Background: an optimization exercise with open tools, aiming at small area. Do not read the settings as production practice.
The RTL was checked by simulation tests, not by an equivalence proof against the original design.
No activity file was given, so power comes from the tool's default toggle rates.

wip/lagoon:
Design ram, start of the top module:
module ram(
  input        CLK_I,
  input        RST_N_I,
  input        WR_EN_I,
  input  [7:0] WR_ADDR_I,
  input        RD_EN_I,
  input  [7:0] RD_ADDR_I,
  input  [7:0] DATA_IN_I,
  output [7:0] DATA_OUT_O
);
reg       wr_q;    
reg       rd_q;    
reg [7:0] data_out_r;
reg [7:0] mem [0:255];
assign DATA_OUT_O = data_out_r;
wire idle = ~wr_q & ~rd_q;
always @(posedge CLK_I) begin
  wr_q <= RST_N_I & idle & WR_EN_I;
  rd_q <= RST_N_I & idle & ~WR_EN_I & RD_EN_I;
end
wire [7:0]  wdata = DATA_IN_I & {8{RST_N_I}};
wire [15:0] wlo_n, whi_n;    
genvar i, w, b;
generate
  for (i = 0; i < 16; i = i + 1) begin : g_wdec
    assign wlo_n[i] = ~(~RST_N_I | (wr_q & (WR_ADDR_I[3:0] == i)));
    assign whi_n[i] = ~(~RST_N_I | (WR_ADDR_I[7:4] == i));
  end
  for (w = 0; w < 256; w = w + 1) begin : g_word
    wire we;
    rd_nor2 u_we (.a(wlo_n[w % 16]), .b(whi_n[w / 16]), .y(we));
    always @(posedge CLK_I)
      if (we) mem[w] <= wdata;
  end
endgenerate
wire [15:0] lsel;            
wire [15:0] hsel_n;          
generate
  for (i = 0; i < 16; i = i + 1) begin : g_rdec
    assign lsel[i]   = (RD_ADDR_I[3:0] == i);
    assign hsel_n[i] = ~(RST_N_I & (RD_ADDR_I[7:4] == i));
  end
endgenerate
wire [7:0] rdata;
generate
  for (b = 0; b < 8; b = b + 1) begin : g_bit
    wire [15:0] gn;          
    for (i = 0; i < 16; i = i + 1) begin : g_grp
      wire [15:0] d;
      for (w = 0; w < 16; w = w + 1) begin : g_d
        assign d[w] = mem[16*i + w][b];
      end
  ...
Size: roughly 3700 cells after synthesis, about 2100 flip-flops, ~0.073 mm² of cells after synthesis.
export LEC_CHECK = 0
export CAP_MARGIN = 20
export CORE_MARGIN = 2
export CORE_UTILIZATION = 60
export CTS_BUF_LIST = sky130_fd_sc_hd__clkbuf_4
export CTS_CLUSTER_DIAMETER = 35
export CTS_CLUSTER_SIZE = 10
export SLEW_MARGIN = 20
export SYNTH_HIERARCHICAL = 1
export SYNTH_MINIMUM_KEEP_SIZE = 0
create_clock -name core_clock -period 8.0 [get_ports {CLK_I}]
standard.sh (not shown) runs the stock make flow with config.mk's settings and CLKGATE_MAP_FILE= SYNTH_SCRIPT=/design/flow/synth_recipe.tcl, a recipe that flattens the netlist after the stock synthesis.
==> flow/flow/run.sh <==
#!/bin/bash
set -e -o pipefail
export CTS_ARGS="-sink_clustering_enable -repair_clock_nets -sink_clustering_size 10 -sink_clustering_max_diameter 35 -buf_list sky130_fd_sc_hd__clkbuf_4 -dont_use_dummy_load"
export BUFFER_PORTS_ARGS="-buffer_cell sky130_fd_sc_hd__buf_1"
bash standard.sh > standard.log 2>&1
wip/lagoon | status: complete | timing, DRC, antenna: pass
Input changes introduced in wip/indigo (baseline for comparison: wip/lagoon):
# wip/lagoon
export LEC_CHECK = 0
export CAP_MARGIN = 20
export CORE_MARGIN = 2
export CORE_UTILIZATION = 60
export CTS_BUF_LIST = sky130_fd_sc_hd__clkbuf_4
export CTS_CLUSTER_DIAMETER = 35
export CTS_CLUSTER_SIZE = 10
export SLEW_MARGIN = 20
export SYNTH_HIERARCHICAL = 1
export SYNTH_MINIMUM_KEEP_SIZE = 0
create_clock -name core_clock -period 8.0 [get_ports {CLK_I}]
# wip/indigo
export LEC_CHECK = 0
export CAP_MARGIN = 30
export CORE_MARGIN = 2
export CORE_UTILIZATION = 50
export CTS_BUF_LIST = sky130_fd_sc_hd__clkbuf_4
export CTS_CLUSTER_DIAMETER = 35
export CTS_CLUSTER_SIZE = 10
export SLEW_MARGIN = 30
export SYNTH_HIERARCHICAL = 1
export SYNTH_MINIMUM_KEEP_SIZE = 0
create_clock -name core_clock -period 8.0 [get_ports {CLK_I}]
Findings:
wip/indigo vs. wip/lagoon: combinational share of power ~0 delta, total power higher, number of buffers created by CTS +about 2.3%, via-per-instance ratio lost about 6%. Re global-route wire length before repair: wip/indigo is 840 µm down on wip/lagoon. ~same internal cell power in wip/indigo and wip/lagoon. wip/indigo: number of cell rows about 9% above wip/lagoon. The run showing the greater worst hold slack is wip/indigo. wip/indigo vs wip/lagoon — post-route standard cell area excluding fillers climbed slightly. Worst-margin pin slew (lower): wip/indigo.
--- input diff wip/indigo..wip/raven ---
# wip/indigo
export LEC_CHECK = 0
export CAP_MARGIN = 30
export CORE_MARGIN = 2
export CORE_UTILIZATION = 50
export CTS_BUF_LIST = sky130_fd_sc_hd__clkbuf_4
export CTS_CLUSTER_DIAMETER = 35
export CTS_CLUSTER_SIZE = 10
export SLEW_MARGIN = 30
export SYNTH_HIERARCHICAL = 1
export SYNTH_MINIMUM_KEEP_SIZE = 0
create_clock -name core_clock -period 8.0 [get_ports {CLK_I}]
# wip/raven
export LEC_CHECK = 0
export CAP_MARGIN = 20
export CORE_MARGIN = 2
export CORE_UTILIZATION = 50
export CTS_BUF_LIST = sky130_fd_sc_hd__clkbuf_4
export CTS_CLUSTER_DIAMETER = 35
export CTS_CLUSTER_SIZE = 10
export SLEW_MARGIN = 20
export SYNTH_HIERARCHICAL = 1
export SYNTH_MINIMUM_KEEP_SIZE = 0
create_clock -name core_clock -period 8.0 [get_ports {CLK_I}]
--- outcome ---
Fmax, wip/raven vs wip/indigo: up slightly
The placed wire-length estimate after detailed placement number comes out higher for wip/indigo vs wip/raven.
wip/indigo reports its path type of the worst min-delay path as reg -> reg while wip/raven reports in -> reg.
Utilization after layout, wip/indigo and wip/raven, lower one = wip/raven.
wip/indigo -> wip/raven: power density over the cells increased slightly
[inputs] wip/fjord vs wip/raven
# wip/raven
export LEC_CHECK = 0
export CAP_MARGIN = 20
export CORE_MARGIN = 2
export CORE_UTILIZATION = 50
export CTS_BUF_LIST = sky130_fd_sc_hd__clkbuf_4
export CTS_CLUSTER_DIAMETER = 35
export CTS_CLUSTER_SIZE = 10
export SLEW_MARGIN = 20
export SYNTH_HIERARCHICAL = 1
export SYNTH_MINIMUM_KEEP_SIZE = 0
create_clock -name core_clock -period 8.0 [get_ports {CLK_I}]
# wip/fjord
export LEC_CHECK = 0
export CAP_MARGIN = 20
export CORE_MARGIN = 2
export CORE_UTILIZATION = 50
export CTS_BUF_LIST = sky130_fd_sc_hd__clkbuf_8
export CTS_CLUSTER_DIAMETER = 45
export CTS_CLUSTER_SIZE = 18
export SLEW_MARGIN = 20
export SYNTH_HIERARCHICAL = 1
export SYNTH_MINIMUM_KEEP_SIZE = 0
create_clock -name core_clock -period 8.0 [get_ports {CLK_I}]
==> flow/flow/run.sh <==
#!/bin/bash
set -e -o pipefail
export CTS_ARGS="-sink_clustering_enable -repair_clock_nets -sink_clustering_size 18 -sink_clustering_max_diameter 45 -buf_list sky130_fd_sc_hd__clkbuf_8 -dont_use_dummy_load"
bash standard.sh > standard.log 2>&1
## What came out
- wip/fjord finished every step from synthesis to the final layout, and the layout passed the timing, design-rule and antenna checks.
- Looking at wip/raven and wip/fjord, the combinational power is a wash.
- Compared with wip/raven, in wip/fjord routed wire length saw an increase; critical path depth has decreased; area growth from synthesis to layout went up 0.62 points; clock-cell share of area now sits at about the same level.
- Average routed wire per standard cell in wip/fjord vs wip/raven: up about 3%
- Re number of port buffers: no difference whatsoever between wip/fjord and wip/raven.
- When wip/fjord is set beside wip/raven, its final cell count turns out to be 136 smaller.
- Summary: with wip/raven as the reference, total placed instance area in wip/fjord moved up slightly.
- Comparing wip/raven and wip/fjord, the lower total power is on wip/raven.
- Reported for wip/raven and wip/fjord, floorplan core area turned out identical to the last digit.
Input changes introduced in wip/harbor (baseline for comparison: wip/fjord):
# wip/fjord
export LEC_CHECK = 0
export CAP_MARGIN = 20
export CORE_MARGIN = 2
export CORE_UTILIZATION = 50
export CTS_BUF_LIST = sky130_fd_sc_hd__clkbuf_8
export CTS_CLUSTER_DIAMETER = 45
export CTS_CLUSTER_SIZE = 18
export SLEW_MARGIN = 20
export SYNTH_HIERARCHICAL = 1
export SYNTH_MINIMUM_KEEP_SIZE = 0
create_clock -name core_clock -period 8.0 [get_ports {CLK_I}]
# wip/harbor
export LEC_CHECK = 0
export CAP_MARGIN = 30
export CORE_MARGIN = 2
export CORE_UTILIZATION = 50
export CTS_BUF_LIST = sky130_fd_sc_hd__clkbuf_8
export CTS_CLUSTER_DIAMETER = 45
export CTS_CLUSTER_SIZE = 18
export SLEW_MARGIN = 30
export SYNTH_HIERARCHICAL = 1
export SYNTH_MINIMUM_KEEP_SIZE = 0
create_clock -name core_clock -period 8.0 [get_ports {CLK_I}]
==> flow/run.sh (new file) <==
#!/bin/bash
# synth_recipe.tcl (not shown) runs the flow's synth.tcl, then flattens the netlist and writes it again
# the make line also repeats each setting of config.mk as NAME=value (left out here)
make -C /OpenROAD-flow-scripts/flow DESIGN_CONFIG=/design/flow/config.mk WORK_HOME=/design/flow/orfs CLKGATE_MAP_FILE= SYNTH_SCRIPT=/design/flow/synth_recipe.tcl finish
removed: flow/flow/run.sh
removed: flow/standard.sh
--- outcome ---
The lower final design instance area without fill of wip/harbor and wip/fjord is in wip/fjord. wip/harbor: full flow OK, the timing, design-rule and antenna checks passed. | signed area change from the synthesized netlist to the final layout | wip/harbor vs wip/fjord | 2.6 points higher |. Changes observed in wip/harbor relative to wip/fjord: clock network contribution to total cell area moved up, multi-input combinational gate total level, setup slack of the critical path after layout moved up. Maximum frequency: wip/harbor > wip/fjord. Switching power total deteriorates in wip/harbor relative to wip/fjord.

[what the ideal ports hide]
Ports are ideal in the flow. The routed layouts listed here were re-timed in OpenROAD. Step 1: set_driving_cell puts a clkbuf_16 on CLK_I and a buf_2 on each other input, an assumption about the parent block. Step 2, shift: input delay + t, output delay - t, t = (earliest + latest rising clock arrival at the registers) / 2. This alone moves slack from input paths to output paths. Slacks: no drivers / after step 1 / after step 2; pairs: no drivers / after step 1.
run	t, ns	setup WS [ns]	worst hold slack (ns)	worst setup path after step 2	worst register clock-pin slew, ns
wip/lagoon	1.317	3.174 / 3.201 / 1.883	0.512 / 0.469 / 0.637	input to register	0.11 / 0.11
wip/indigo	1.316	3.690 / 3.731 / 2.416	0.584 / 0.569 / 0.584	input to register	0.11 / 0.11
wip/raven	1.329	3.723 / 3.769 / 2.440	0.543 / 0.496 / 0.601	input to register	0.11 / 0.11
wip/fjord	0.972	2.880 / 2.922 / 1.950	0.620 / 0.620 / 0.620	input to register	0.11 / 0.11
wip/harbor	1.012	3.083 / 3.119 / 2.107	0.633 / 0.633 / 0.633	input to register	0.11 / 0.11
After both steps setup and hold are still met in every run listed. The setup slack of wip/lagoon, which loses most, moves by +0.027 ns with the drivers and by -1.291 ns with both steps.
